Source: an optimization exercise on an open RTL-to-GDS flow (aim: small area, a short achievable clock period and few clock cycles per item). Production flows keep margins and buffers that such runs may drop. Function was checked by simulation only, so behaviour that the tests miss may differ from the original.

==> design/flow/design.v <==
module multiplier32FP (
	input logic clk,		 
	input logic rst_n,		 
	input logic start_i,	 
	input logic [31:0] a_i,  
	input logic [31:0] b_i,  
	output logic done_o,			 
	output logic nan_o,				 
	output logic infinit_o,			 
	output logic overflow_o,		 
	output logic underflow_o,		 
	output logic [31:0] product_o	 
);	
	logic [31:0] a_i_ff, a_i_s;
	logic [31:0] b_i_ff, b_i_s;
	logic a_i_sign, b_i_sign, flagzero_a_ff, flagzero_b_ff, flagzero_a_s, flagzero_b_s, dirty_a, dirty_b, infinit_a, infinit_b;
	logic [7:0] a_i_exponent, b_i_exponent;
	logic signed [9:0] product_o_exponent_ff, product_o_exponent_s;
	logic [23:0] a_i_mantissa, b_i_mantissa;
	logic [47:0] product_o_mantissa_ff, product_o_mantissa_s;
	logic [31:0] product_o_ff;
	logic done_o_ff;
	logic nan_o_ff;
	logic infinit_o_ff;
	logic overflow_o_ff, underflow_o_ff;
	logic product_o_sign_ff, product_o_sign_s;
	logic norm_found;
	logic [4:0] norm_shift;
    typedef enum logic [2:0] {
    	IDLE,
    	EXPONENT,
        CHECK_INPUTS,
        MULTIPLY,
        CHECK_OVERFLOW_UNDERFLOW,
        DONE
    } state;
    state current_state, next_state;
    always_ff @(posedge clk or negedge rst_n) begin
        if (!rst_n) begin
            current_state <= IDLE;
        	product_o_exponent_s <= 9'h0;
        	product_o_mantissa_s <= 48'h0;
        	product_o_sign_s <= 1'b0;
        	product_o <= 32'h0;
        	overflow_o <= 1'b0;
        	done_o <= 1'b0;
        	nan_o <= 1'b0;
        	infinit_o <= 1'b0;
        	underflow_o <= 1'b0;
        	infinit_o <= 1'b0;
        	nan_o <= 1'b0;
        	done_o <= 1'b0;
        	product_o <= 32'h00000000;
        	flagzero_a_s <= 1'b0;
        	flagzero_b_s <= 1'b0;
        	a_i_s <= 32'b0;
        	b_i_s <= 32'b0;
        end else begin
            current_state <= next_state;
        	product_o_exponent_s <= product_o_exponent_ff;
        	product_o_mantissa_s <= product_o_mantissa_ff;
        	product_o_sign_s <= product_o_sign_ff;
        	flagzero_a_s <= flagzero_a_ff;
        	flagzero_b_s <= flagzero_b_ff;
        	product_o <= product_o_ff;
        	overflow_o <= overflow_o_ff;
        	underflow_o  <= underflow_o_ff;
        	done_o <= done_o_ff;
        	nan_o <= nan_o_ff;
        	infinit_o <= infinit_o_ff;  
        	a_i_s <= a_i_ff;
   			b_i_s <= b_i_ff;     	     	
        end
    end
    always_comb begin
        begin
        	next_state = current_state;
        	a_i_ff = a_i_s;
        	b_i_ff = b_i_s;
			a_i_sign = a_i_s[31];		 
			b_i_sign = b_i_s[31];		 
			a_i_exponent = a_i_ff[30:23];  
			b_i_exponent = b_i_ff[30:23];  
			a_i_mantissa = (a_i_exponent == 8'b0) ? {1'b0, a_i_s[22:0]} : {1'b1, a_i_s[22:0]};   
			b_i_mantissa = (b_i_exponent == 8'b0) ? {1'b0, b_i_s[22:0]} : {1'b1, b_i_s[22:0]};   
			done_o_ff = 1'b0;	
			product_o_exponent_ff = product_o_exponent_s;
        	product_o_mantissa_ff = product_o_mantissa_s;
        	product_o_sign_ff = product_o_sign_s ;
        	product_o_ff = product_o;
        	overflow_o_ff = overflow_o;
        	underflow_o_ff = underflow_o;
        	flagzero_a_ff = flagzero_a_s;
        	flagzero_b_ff = flagzero_b_s;
        	nan_o_ff = nan_o;
        	infinit_o_ff = infinit_o; 
        	dirty_a = 1'b0;
        	norm_found = 1'b0;
        	norm_shift = 5'd0;
        	dirty_b = 1'b0;
        	infinit_a = 1'b0;
        	infinit_b = 1'b0;
	        case (current_state)
	        	IDLE: begin
	        		if (start_i) begin
	                    next_state = EXPONENT;
	                    nan_o_ff = 1'b0;
	                    infinit_o_ff = 1'b0;
	                    overflow_o_ff = 1'b0;
	                    underflow_o_ff = 1'b0;
		                a_i_ff = a_i;
	        			b_i_ff = b_i;
	        		end
	            end
	            EXPONENT: begin
	            	dirty_a = (a_i_exponent == 8'b0000000) && (a_i_mantissa != 0);
	            	dirty_b = (b_i_exponent == 8'b0000000) && (b_i_mantissa != 0);
			 		flagzero_a_ff = (a_i_s[30:0] == 0);
			 		flagzero_b_ff = (b_i_s[30:0] == 0);
	            	if (!dirty_a && !dirty_b) begin
	            		product_o_exponent_ff = a_i_exponent + b_i_exponent - 127;  
	            		next_state = MULTIPLY;
	            	end else if (dirty_a && dirty_b) begin
	            		underflow_o_ff = 1'b1;
	            		product_o_ff = 32'h00000000;
	            		next_state = DONE;
	            	end else begin
	            		product_o_exponent_ff = a_i_exponent + b_i_exponent - 126;
	            		next_state = MULTIPLY;
	            	end
	            end
	            MULTIPLY: begin
	            	product_o_sign_ff = a_i_sign ^ b_i_sign;  
	                product_o_mantissa_ff = a_i_mantissa * b_i_mantissa;  
					product_o_exponent_ff = product_o_exponent_s + product_o_mantissa_ff[47];
					product_o_mantissa_ff = product_o_mantissa_ff >> product_o_mantissa_ff[47];
					if (product_o_mantissa_ff == 0) begin
						product_o_exponent_ff = 0;
						product_o_sign_ff = 0;
						next_state = CHECK_INPUTS;
					end else if (product_o_mantissa_ff[46] == '0 && product_o_exponent_ff > 0) begin
						 norm_found = 1'b0;
						 norm_shift = 5'd0;
						 for (int i = 24; i >= 1; i--) begin
			                if (product_o_mantissa_ff[46-i] == 1'b1) begin
			                  norm_found = 1'b1;
			                  norm_shift = i[4:0];
			                end
			             end
			             if (norm_found) begin
			               product_o_mantissa_ff = product_o_mantissa_ff << norm_shift ;
			               product_o_exponent_ff = product_o_exponent_ff - norm_shift ;
			             end
			        end
					if (product_o_exponent_ff >= -22 && product_o_exponent_ff <= 0) begin
						product_o_mantissa_ff = product_o_mantissa_ff >> (-product_o_exponent_ff + 1);
						product_o_exponent_ff = '0;
					end
	                next_state = CHECK_INPUTS;
	            end
	            CHECK_INPUTS: begin
	                nan_o_ff = ((a_i_exponent == 8'hFF && a_i_mantissa[22:0] != 0) ||
			 			(b_i_exponent == 8'hFF && b_i_mantissa[22:0] != 0));
             		infinit_o_ff = (product_o_exponent_s == 8'hFF && product_o_mantissa_s[45:23] == 0);
             		infinit_a = (a_i_exponent == 8'hFF && a_i_mantissa[22:0] == 0);
             		infinit_b = (b_i_exponent == 8'hFF && b_i_mantissa[22:0] == 0);
	                if (nan_o_ff) begin
	                	product_o_ff = 32'h00000000;
	                	next_state = DONE;
	                end else if ((infinit_a && flagzero_b_ff) || (flagzero_a_ff && infinit_b)) begin
	                	product_o_ff = 32'h00000000;
	                	next_state = DONE;
	                end else if ((infinit_a && !infinit_b) || (!infinit_a && infinit_b)) begin
	                	product_o_ff = {product_o_sign_s, 31'h7FFFFFFF};
	                	overflow_o_ff = 1'b1;
	                	next_state =DONE;
	                end else if (infinit_o_ff) begin
	                	product_o_exponent_ff = 8'hFF;
	                	product_o_mantissa_ff = 48'hFFFFFFFFFFFF;
	                	product_o_ff = {product_o_sign_s, product_o_exponent_ff[7:0], product_o_mantissa_ff[45:23]};
	                	next_state = DONE;
	                end else
	                	next_state = CHECK_OVERFLOW_UNDERFLOW;
	            end
	            CHECK_OVERFLOW_UNDERFLOW: begin
		                underflow_o_ff = ((product_o_exponent_s < 0) || ((product_o_exponent_s  == 0) && (product_o_mantissa_s[22:0] != 0) && (product_o_mantissa_s[45:23] == 0)));
		               	overflow_o_ff = ($signed(product_o_exponent_s) > 10'shFE);
		               	if (underflow_o_ff) begin
		               		if (product_o_mantissa_s[45:23] != 0 && product_o_exponent_s == 0) begin
								product_o_ff = {product_o_sign_s, product_o_exponent_s[7:0], product_o_mantissa_s[45:23]};
						 	end else begin
						 		product_o_ff = {product_o_sign_s, 31'h00000000};
		               		end
		               	end else if (overflow_o_ff) begin
		               		product_o_ff = {product_o_sign_s, 31'h7FFFFFFF};
		               	end	else begin
		               		product_o_ff = {product_o_sign_s, product_o_exponent_s[7:0], product_o_mantissa_s[45:23]};
		               	end
		               		next_state = DONE;
	            end            
	            DONE: begin
	                done_o_ff = 1'b1;
	                next_state = IDLE;
	            end
	        endcase
        end
    end
endmodule
==> design/flow/run.sh <==
#!/bin/bash
# synth_recipe.tcl (not shown) runs the flow's synth.tcl, then flattens the netlist and writes it again
# the make line also repeats each setting of config.mk as NAME=value (left out here)
make -C /OpenROAD-flow-scripts/flow DESIGN_CONFIG=/design/flow/config.mk WORK_HOME=/design/flow/orfs CLKGATE_MAP_FILE= SYNTH_SCRIPT=/design/flow/synth_recipe.tcl finish
==> design/flow/config.mk <==
export PLATFORM = sky130hd
export DESIGN_NAME = multiplier32FP
export DESIGN_NICKNAME = multiplier32FP
export VERILOG_FILES = /design/flow/design.v
export SDC_FILE = /design/flow/constraint.sdc
export NUM_CORES = 4
export LEC_CHECK = 0
export CAP_MARGIN = 20
export CORE_MARGIN = 2
export CORE_UTILIZATION = 40
export PLACE_DENSITY = 0.6
export SLEW_MARGIN = 20
==> design/flow/constraint.sdc <==
create_clock -name core_clock -period 15.0 [get_ports {clk}]
set_input_delay 3.0000 -clock core_clock [delete_from_list [all_inputs] [get_ports {clk}]]
set_output_delay 3.0000 -clock core_clock [all_outputs]
set_load 0.01 [all_outputs]
==> results of run 1 <==
## layout make-up
class                   instances  area (um2)  share of cell area
clock buffers                  17         425              0.0104
clock inverters                15         168             0.00408
inverters                     554        2080              0.0506
multi-input cells            3657       30500               0.744
flip-flops and latches        163        4120               0.100
well taps                    1254        1570              0.0382
repair buffers                252        2160              0.0526
## state kept, by name (all words and copies together), names as in the netlist
name / cells
product_o_mantissa_s: 46
product_o_sign_s: 1
b_i_s: 32
nan_o: 1
product_o: 32
infinit_o: 1
flagzero_b_s: 1
underflow_o: 1
flagzero_a_s: 1
product_o_exponent_s: 10
a_i_s: 32
overflow_o: 1
current_state: 3
done_o: 1
## cells in the mapped netlist, types with 17 or more instances
| cell type | count |
|---|---|
| mux2_2 | 120 |
| a211oi_1 | 41 |
| o221ai_1 | 28 |
| buf_2 | 66 |
| o22ai_1 | 34 |
| xor2_1 | 34 |
| nand2b_1 | 28 |
| a31oi_1 | 43 |
| a221oi_1 | 21 |
| nor4_1 | 50 |
| nor2_1 | 260 |
| and3_1 | 21 |
| and2_1 | 237 |
| o31ai_1 | 21 |
| o21ai_1 | 48 |
| inv_1 | 547 |
| o21a_1 | 32 |
| a22oi_1 | 22 |
| nor3_1 | 103 |
| ha_1 | 200 |
| nand2_1 | 637 |
| or3_1 | 19 |
| a311oi_1 | 17 |
| dfrtp_1 | 163 |
| nand3_1 | 105 |
| a21oi_1 | 232 |
| o21ai_0 | 205 |
| fa_1 | 484 |
| xnor2_1 | 51 |
| clkbuf_1 | 222 |
| mux2i_1 | 67 |
| a21o_1 | 32 |
| nand4_1 | 52 |
| o211ai_1 | 59 |
## worst max-delay path, delay by kind of cell, from the launching register on
family / cells / cell delay (ps)
AO/OA/AOI/OAI: 16 / 3920
XOR/XNOR: 1 / 130
adder cells (fa/ha/maj): 11 / 4460
buffers and inverters: 5 / 660
flip-flops: 1 / 420
AND/OR/NAND/NOR: 18 / 4630
## metrics by stage
step	cells	hold slack (ps)	TNS (ps)	utilization	worst slack [ps]
floorplan	4694	448	0	-	1120
global placement	5874	464	0	0.430	193
detailed placement	5874	478	0	0.430	292
CTS	5906	494	0	0.437	241
global route	5912	507	-78.5	0.439	-56.3
finish	5912	487	0	0.439	667
## metal layers
metal,track usage,vias to the layer above,wire [um]
met1,0.431,18300,65400
met2,0.483,1826,67900
li1,-,16000,-
met5,0,-,27
met4,0.133,4,7330
met3,0.0647,387,13600
## kinds of logic (layout without fill, tap and decap cells)
kind of cell | count (synthesis) | in the layout
compound gates | 1087 | 1087
xor+xnor | 87 | 87
fa+ha+maj | 684 | 684
buf+inv | 874 | 838
flops | 163 | 163
mux | 191 | 191
simple gates | 1608 | 1608
## worst max path at each step
stage                                           to  cells past startpoint
final                      product_o_mantissa_s[9]                     51
after global routing      product_o_mantissa_s[15]                     56
after CTS                 product_o_mantissa_s[38]                     52
after detailed placement  product_o_mantissa_s[38]                     52
after global placement     product_o_mantissa_s[9]                     47
after floorplan            product_o_mantissa_s[0]                     60
## what timing repair did
item | CTS | global route
resized for setup | 0 | 62
setup endpoints to repair | 0 | 44
setup buffers | 0 | 5
==> run notes, run 1 <==
post-synthesis compound-gate area fraction - 0.199
antenna diode count - 0
r2r startpoint - b_i_s[25]
hold buffers post-CTS - 0
Finished Cell Area - 41100 um2
Cell variety after synth - 122
drt wl/cell - 26.1 um
die footprint - 97300 um2
initial antenna violation count - 3
startpoint types - flip-flop
DRC marker count from the first detailed-route iteration - 3901
CP Capture Type - flip-flop
fmax - 69.8 MHz
crit path max-delay cell type - fa_1
peak per-stage delay on the critical path - 550 ps
WL final - 154 mm
top post-synthesis cells by area - fa_1, dfrtp_1, ha_1
port bufs - 103
Worst EP required - 15400 ps
Period Utilization, post-route - 0.956
RR Endpoint - product_o_mantissa_s[9]
Top FF cell, synth - dfrtp_1
first-pass GRT wire length - 235 mm
RSZ-0062 raised after global routing - true
Critical Path Most Common Cell - fa_1
Async SR Flop Fraction - 1.00
# DRC - 0
CP max FO - 11
Setup CP Type - flip-flop to flip-flop
top-area cell type share of the netlist area - 0.256
clock tree sinks - 163
Slew headroom - 0.161
Vias - 36.5k
syn_nets - 5445
clk root buf - clkbuf_16
gpl congestion - 0.999
cell area after synthesis - 37900 um2
mux share of post-synthesis cell area - 0.0555
clock transition at the registers of the reported paths - 70 ps
Die Y - 312 um
YS warnings - 1
initial core utilization - 0.405
router iterations before antenna repair - 6
worst-margin pin slew - 1230 ps
post-route clock skew - 20.4 ps
Fillers - 9607
Max Cap Viol - 0
nets - 5396
Post-Synth Simple-Gate Area - 0.204
Slew Limit Fails - 0
Post-synth EDFFs - 0
Yosys top cell by area - fa_1
Final Critical Period - 14330 ps
layout cell share with drive strength beyond 1 - 0.101
clock buffer depth - 2
top-level port count - 104
worst hold start - nan_o
Min-Delay Endpoint - nan_o
Syn Area/Cell - 8.08 um2
maximum number of pins on one net before global-route repair - 86
worst-skew pair later-pin latency - 500 ps
Post-Syn Instances - 4694
crit path from - b_i_s[25]
Hold Vio Cnt, Final - 0
xor/xnor share of the synthesized area - 0.0209
vias in the first global route - 36.5k
post-route ant nets - 0
area delta synth->final - 8.32%
Die Wd - 312 um
HP Class - flip-flop to flip-flop
worst reg2reg path depth - 51
Placement Cell Area - 40300 um2
Via density - 6.18
Post-Synth Adder-Cell Area - 0.322
global route overflow - 0
GR Util All Layers - 0.315
reg2reg setup slack - 670 ps
commonest cells after routing, fill and taps aside - nand2_1, inv_1, fa_1
Seq cells post-synth - 163
Num CTS Buffers - 17
hold path depth - 1
H-tree depth - 4
largest family of logic cells by synthesized area - adder cells
CTS tree - built
row count - 112
status - no timing/DRC/antenna violations
Setup violations, final - 0
core area - 93600 um2
post-synthesis sequential area ratio - 0.108
commonest non-fill, non-tap cell in the layout - nand2_1
CP arrival - 14740 ps
DP HPWL - 121 mm
Testbench counts, summed over its fixed seeds: cycles 19,200, ops 3,200.
==> run 2, diff against run 1 <==
==> design/flow/design.v (replaced) <==
module multiplier32FP (
	input  logic        clk,
	input  logic        rst_n,
	input  logic        start_i,
	input  logic [31:0] a_i,
	input  logic [31:0] b_i,
	output logic        done_o,
	output logic        nan_o,
	output logic        infinit_o,
	output logic        overflow_o,
	output logic        underflow_o,
	output logic [31:0] product_o
);
	logic [7:0]  ea, eb;
	logic [22:0] fa, fb;
	logic        ea_nz, eb_nz, fa_nz, fb_nz, ea_max, eb_max;
	logic [23:0] ma, mb;
	logic        da, db;
	logic [22:0] fsub;
	logic [4:0]  t;
	logic signed [10:0] exp0, e0;
	logic [5:0]  v1;
	assign ea = a_i[30:23];
	assign eb = b_i[30:23];
	assign fa = a_i[22:0];
	assign fb = b_i[22:0];
	assign ea_nz = |ea;
	assign eb_nz = |eb;
	assign fa_nz = |fa;
	assign fb_nz = |fb;
	assign ea_max = &ea;
	assign eb_max = &eb;
	assign ma = {ea_nz, fa};
	assign mb = {eb_nz, fb};
	assign da = !ea_nz && fa_nz;
	assign db = !eb_nz && fb_nz;
	assign fsub = da ? fa : fb;
	always_comb begin
		t = 5'd0;
		if (da || db) begin
			t = 5'd23;
			for (int i = 0; i < 23; i++)
				if (fsub[i]) t = 5'(23 - i);
		end
	end
	assign exp0 = $signed({3'b0, ea}) + $signed({3'b0, eb}) - 11'sd127 + $signed({10'b0, da | db});
	assign e0   = exp0 - $signed({6'b0, t});
	logic low0;
	logic signed [10:0] vlow;
	assign low0 = (e0 <= 0);
	assign vlow = 11'sd24 - exp0;
	always_comb begin
		if (!low0)            v1 = 6'(5'd23 - t);
		else if (vlow > 11'sd63) v1 = 6'd63;
		else                  v1 = vlow[5:0];
	end
	logic [35:0] pl_r, ph_r;
	logic [5:0]  v_r;
	logic [7:0]  ef_r;
	logic        low0_r, sign_r, bd_r, nan_r, z_r, inf_op_r;
	logic        ge254_r, ge255_r, eq254_r, eq255_r;
	always_ff @(posedge clk) begin
		pl_r     <= ma * mb[11:0];
		ph_r     <= ma * mb[23:12];
		v_r      <= v1;
		low0_r   <= low0;
		ef_r     <= low0 ? 8'd0 : e0[7:0];
		sign_r   <= a_i[31] ^ b_i[31];
		bd_r     <= da && db;
		nan_r    <= (ea_max && fa_nz) || (eb_max && fb_nz);
		z_r      <= (!ea_nz && !fa_nz) || (!eb_nz && !fb_nz);
		inf_op_r <= (ea_max && !fa_nz) || (eb_max && !fb_nz);
		ge254_r  <= (e0 >= 11'sd254);
		ge255_r  <= (e0 >= 11'sd255);
		eq254_r  <= (e0 == 11'sd254);
		eq255_r  <= (e0 == 11'sd255);
	end
	always_ff @(posedge clk or negedge rst_n) begin
		if (!rst_n) done_o <= 1'b0;
		else        done_o <= start_i;
	end
	logic [47:0] p;
	logic [72:0] x;
	logic [24:0] q;
	logic        sel, wz, inf_f, ovf_n, unf_n;
	logic [22:0] w;
	logic [7:0]  e_field;
	assign p = {ph_r, 12'b0} + {12'b0, pl_r};
	assign x = {25'b0, p};
	assign q = 25'(x >> v_r);
	assign sel = q[24] && !low0_r;
	assign w = sel ? q[23:1] : q[22:0];
	assign e_field = low0_r ? {7'b0, q[23]} : ef_r + {7'b0, q[24]};
	assign wz = (w == 23'd0);
	assign inf_f = (q[24] ? eq254_r : eq255_r) && wz && !z_r;
	assign ovf_n = q[24] ? ge254_r : ge255_r;
	assign unf_n = low0_r && !q[23] && wz;
	always_comb begin
		product_o   = {sign_r, e_field, w};
		nan_o       = 1'b0;
		infinit_o   = 1'b0;
		overflow_o  = 1'b0;
		underflow_o = 1'b0;
		if (bd_r) begin
			product_o   = 32'h0;
			underflow_o = 1'b1;
		end else if (nan_r) begin
			product_o   = 32'h0;
			nan_o       = 1'b1;
			infinit_o   = inf_f;
		end else if (z_r) begin
			product_o   = 32'h0;
		end else if (inf_op_r || ovf_n) begin
			product_o   = {sign_r, 31'h7FFFFFFF};
			infinit_o   = inf_f;
			overflow_o  = inf_op_r || !inf_f;
		end else begin
			underflow_o = unf_n;
		end
	end
endmodule
==> run 2 against run 1 <==
Effect of this change:
- synthesized cell count shrank 27%
- core utilization shrank 0.36 points
- highest routed layer is now met4
- clock-buffer cell count shrank 4
- wire length shrank 46%
- critical path type is now input pin to flip-flop
- global-route usage shrank 7.6 points
- final cell count shrank 27%
- still clean
- final area shrank 27%
- flip-flop and latch count shrank 66
==> run notes, run 2 <==
layout cell share with drive strength beyond 1 - 0.0468
Syn Area/Cell - 8.08 um2
count leader, synth - nand2_1
Final Critical Period - 9790 ps
Setup CP Type - input pin to flip-flop
non-filler cells, final - 4332
Setup violations, final - 0
HP Class - input pin to asynchronous set/reset pin
commonest cells after routing, fill and taps aside - nand2_1, inv_1, fa_1
Post-Syn Instances - 3426
initial antenna violation count - 4
startpoint types - input pin
maximum number of pins on one net before global-route repair - 62
gpl congestion - 0.924
row count - 96
Top FF cell, synth - dfxtp_1
RSZ-0062 raised after global routing - false
Die Y - 267 um
Yosys top cell by area - fa_1
status - no timing/DRC/antenna violations
# DRC - 0
DP HPWL - 63.8 mm
Period Utilization, post-route - 0.653
area occupied by registers - 1950 um2
Worst EP required - 15310 ps
setup_tns - 0 ps
Final WS setup - 5210 ps
Num CTS Buffers - 9
setup bufs post-CTS - 0
Via density - 5.54
die footprint - 71300 um2
cts repair resizes - 0
core area - 68600 um2
worst-margin pin slew - 1060 ps
cell area after synthesis - 27700 um2
post-synthesis sequential area ratio - 0.0703
Top Registers - ph_r (36), pl_r (36), ef_r (8)
Seq cells post-synth - 97
CP Capture Type - flip-flop
Post-synth top cells - nand2_1, inv_1, fa_1, and2_1, ha_1
port bufs - 103
Vias - 24.0k
Die Wd - 267 um
global route overflow - 0
clock buffer depth - 2
Hold Vio Cnt, Final - 0
Fillers - 6908
nets - 4103
syn_nets - 4135
Slew Limit Fails - 0
Cell variety after synth - 106
WL final - 82.6 mm
H-tree depth - 3
DRC marker count from the first detailed-route iteration - 1715
top-level port count - 104
fmax - 102 MHz
CTS tree - built
top-area cell type share of the netlist area - 0.320
initial core utilization - 0.404
CP max FO - 26
area delta synth->final - 7.79%
pre-CTS setup slack - 4880 ps
area of the multi-input gates - 23000 um2
Post-Route Utilization - 0.435
Slew headroom - 0.289
GR Util All Layers - 0.240
vias in the first global route - 24.5k
Post-synth EDFFs - 0
top post-synthesis cells by area - fa_1, ha_1, nand2_1
drt wl/cell - 19.1 um
hold buffers post-CTS - 0
commonest non-fill, non-tap cell in the layout - nand2_1
CP arrival - 10100 ps
clock tree sinks - 97
placed cell count - 4314
first-pass GRT wire length - 135 mm
clock transition at the registers of the reported paths - 70 ps
clk root buf - clkbuf_16
post-route ant nets - 0
YS warnings - 1
router iterations before antenna repair - 5
Async SR Flop Fraction - 0.0103
Max Cap Viol - 0
-- run 2: cell count changes after synthesis, sizes merged, moves of 74 or more --
cell,change
dfrtp,-162
o21ai,-154
nand2,-111
mux2,-103
dfxtp,+96
nor2,-88
a21oi,-74
-- run 2: final cells by class --
type	instances	area share
Inverter	504	0.0634
Timing Repair Buffer	162	0.0491
Multi-Input combinational cell	2620	0.772
Antenna cell	2	0.000168
Clock inverter	3	0.00155
Sequential cell	97	0.0654
Clock buffer	13	0.00906
Tap cell	931	0.0390
-- run 2: how the worst max path moves through the flow --
stage / start / end / depth (start not counted)
2_1_floorplan: b_i[15] / ph_r[34] / 26
4_1_cts: b_i[3] / pl_r[35] / 24
3_5_place_dp: b_i[3] / pl_r[35] / 24
3_3_place_gp: a_i[30] / pl_r[35] / 22
6_report: b_i[3] / pl_r[34] / 24
5_1_grt: b_i[3] / pl_r[35] / 24
-- run 2: worst max-delay path, cell delays in order --
cell and delay (ps):
clkdlybuf4s50_1 1170, nand2_1 190, fa_1 580, inv_1 40
ha_1 180, fa_1 470, inv_1 50, fa_1 490
fa_1 490, inv_1 50, ha_1 310, o21ai_0 110
a21boi_0 250, o21ai_0 150, a21oi_1 280, o2111ai_1 160
a21boi_0 310, o21ai_0 210, a311oi_1 620, o31ai_1 210
a31oi_1 290, nand2_1 100, o221ai_1 200, xor2_1 170
-- run 2: layer usage --
| layer | track usage | routed length [um] | vias to the layer above |
|---|---|---|---|
| met5 | 0 | 0 | - |
| met4 | 0.0746 | 2330 | 0 |
| met3 | 0.0220 | 3990 | 116 |
| met2 | 0.410 | 39800 | 714 |
| met1 | 0.321 | 36500 | 12000 |
| li1 | - | - | 11100 |
-- run 2: kinds of logic (layout without fill, tap and decap cells) --
logic type / Yosys count / after routing / share of synthesized area
buf+inv: 709 / 682 / 0.0978
fa+ha+maj: 642 / 642 / 0.410
compound gates: 622 / 622 / 0.154
flops: 97 / 97 / 0.0703
other cells: 0 / 2 / 0
mux: 70 / 70 / 0.0309
simple gates: 1183 / 1183 / 0.204
xor+xnor: 103 / 103 / 0.0329
-- run 2: through the flow --
step                      area, um2  hold slack, ps
after floorplan               27700            2700
after global placement        29500            3150
after detailed placement      29500            3150
after CTS                     29800            2730
after global routing          29800            2750
final                         29800            2750
Testbench counts of run 2, summed over its fixed seeds: cycles 3,200, ops 3,200.
==> run 3, diff against run 2 <==
--- a/design/flow/config.mk
+++ b/design/flow/config.mk
@@ -6,4 +6,5 @@
 export NUM_CORES = 4
 export LEC_CHECK = 0
+export ABC_AREA = 1
 export CAP_MARGIN = 20
 export CORE_MARGIN = 2
==> run 3 against run 2 <==
Effect of this change:
- area after synthesis is 0.65% higher
- synthesized cell count up 20%
- wire length shrank 6.6%
- worst setup slack improved by 530 ps
- clock-buffer cell count fell by 2
- final area grew 0.42%
- global-route usage fell by 1.4 points
- fmax is 5.7% higher
==> run notes, run 3 <==
status - no timing/DRC/antenna violations
first-pass GRT wire length - 129 mm
clock transition at the registers of the reported paths - 80 ps
crit path max-delay cell type - clkdlybuf4s50_1
top-level port count - 104
Placement Cell Area - 29700 um2
Critical Path Most Common Cell - nand2_1
row count - 96
Period Utilization, post-route - 0.617
clock buffer depth - 2
non-filler cells, final - 5004
CP max FO - 25
Slew Limit Fails - 0
Top FF cell, synth - dfxtp_1
# DRC - 0
top post-synthesis cells by area - fa_1, nand2_1, inv_1
worst-margin pin slew - 1140 ps
CP Capture Type - flip-flop
cts repair resizes - 0
Post-synth EDFFs - 0
initial core utilization - 0.405
count leader, synth - nand2_1
clock tree sinks - 97
Finished Cell Area - 30000 um2
Worst EP required - 15280 ps
fmax - 108 MHz
Top Registers - ph_r (36), pl_r (36), ef_r (8)
startpoint types - input pin
Hold Vio Cnt, Final - 0
global route overflow - 0
HP Class - input pin to asynchronous set/reset pin
Slew headroom - 0.235
Setup violations, final - 0
Post-Syn Instances - 4097
clk root buf - clkbuf_16
RSZ-0062 raised after global routing - false
WL final - 77.2 mm
Seq cells post-synth - 97
syn_nets - 4806
hold buffers post-CTS - 0
DRC marker count from the first detailed-route iteration - 1767
CTS tree - built
gpl congestion - 0.904
CP arrival - 9540 ps
setup bufs post-CTS - 0
Final Critical Period - 9260 ps
Post-synth top cells - nand2_1, inv_1, fa_1, nand3_1, ha_1
Setup CP Type - input pin to flip-flop
top-area cell type share of the netlist area - 0.318
drt wl/cell - 15.4 um
cell area after synthesis - 27900 um2
GR Util All Layers - 0.226
Vias - 24.7k
Fillers - 7208
H-tree depth - 3
peak per-stage delay on the critical path - 1230 ps
Die Wd - 268 um
die footprint - 71800 um2
hold slack - 2740 ps
post-route ant nets - 0
YS warnings - 1
Syn Area/Cell - 6.80 um2
Num CTS Buffers - 9
commonest cells after routing, fill and taps aside - nand2_1, inv_1, fa_1
maximum number of pins on one net before global-route repair - 57
router iterations before antenna repair - 6
post-synthesis sequential area ratio - 0.0699
port bufs - 103
DP HPWL - 61.5 mm
Max Cap Viol - 0
area delta synth->final - 7.54%
Die Y - 268 um
Cell variety after synth - 55
Yosys top cell by area - fa_1
commonest non-fill, non-tap cell in the layout - nand2_1
Async SR Flop Fraction - 0.0103
initial antenna violation count - 1
placed cell count - 4987
core area - 68800 um2
nets - 4776
Via density - 4.93
vias in the first global route - 24.8k
Post-Route Utilization - 0.435
setup_tns - 0 ps
layout cell share with drive strength beyond 1 - 0.0388
==> run 3: cell count changes after synthesis, moves of 32 or more <==
| cell | delta |
|---|---|
| a21oi_1 | -37 |
| and2_1 | -197 |
| inv_1 | +386 |
| mux2i_1 | -36 |
| nand2_1 | +728 |
| nand3_1 | +312 |
| nor3_1 | -44 |
| o21a_1 | -32 |
| xnor2_1 | -39 |
==> run 3: logic make-up (layout without fill, tap and decap cells) <==
kind of cell	after synthesis	count (layout)	synth area share
compound gates	257	257	0.0503
simple gates	1903	1903	0.291
xor+xnor	92	92	0.0289
fa+ha+maj	642	642	0.408
other cells	0	1	0
mux	7	7	0.00251
flops	97	97	0.0699
buf+inv	1099	1074	0.150
==> run 3: metrics by stage <==
| step | setup WS [ps] |
|---|---|
| CTS | 5750 |
| global placement | 5450 |
| floorplan | 6600 |
| finish | 5740 |
| detailed placement | 5310 |
| global route | 5280 |
==> run 3: path summary, 6_finish.rpt <==
kind | to | cells after the start | slack [ps] | startpoint
worst max-delay path | pl_r[32] | 30 | 5740 | b_i[4]
max in group asynchronous | done_o | 1 | 12170 | rst_n
worst min-delay path | done_o | 1 | 2740 | rst_n
min in group core_clock | done_o | 1 | 3040 | start_i
==> run 3: area by class of cell <==
type                       count  area [um2]  share of cell area
antenna                        1        2.50           0.0000835
clock buffer                  11         253             0.00843
clock inverter                 5        38.8             0.00129
inverter                     898        3370               0.112
multi-input combinational   2901       21700               0.725
sequential                    97        1950              0.0651
tap                          931        1160              0.0389
timing repair buffer         160        1450              0.0484
==> run 3: routing by layer <==
metal	track usage	routed length (um)	vias up
li1	-	-	12200
met1	0.305	35100	11800
met2	0.384	36500	563
met3	0.0201	3210	112
met4	0.0679	2310	0
met5	0	0	-
==> run 3: worst max-delay path, delay by kind of cell <==
kind,cells,cell delay (ps)
adder cells (fa/ha/maj),6,2500
XOR/XNOR,1,170
AO/OA/AOI/OAI,7,1360
buffers and inverters,5,1430
AND/OR/NAND/NOR,11,1070

-- afterwards: timing with drivers on the ports --
Ports are ideal in the flow. The routed layouts listed here were re-timed in OpenROAD. Step 1 assumes that a clkbuf_16 drives the clock port and a buf_2 every other input. Step 2 also shifts input and output timing later by t, the mid clock arrival at the registers, as if the neighbouring blocks saw the same clock. Three values: no drivers, after step 1, after step 2; two values: the first two.
run	shift t [ns]	slack for setup (ns)	worst hold slack (ns)	worst setup path after step 2	cell pins on the clock port's net
run 1	0.549	0.667 / 0.667 / 0.667	0.487 / 0.487 / 0.487	register to register	1
run 2	0.432	5.212 / 5.248 / 4.816	2.749 / 2.715 / 3.147	input to register	1
run 3	0.450	5.741 / 5.770 / 5.320	2.736 / 2.695 / 3.145	input to register	1
After both steps setup and hold are still met in every run listed. For run 3, which loses most, drivers alone change the setup slack by +0.029 ns; drivers and shift together by -0.421 ns.
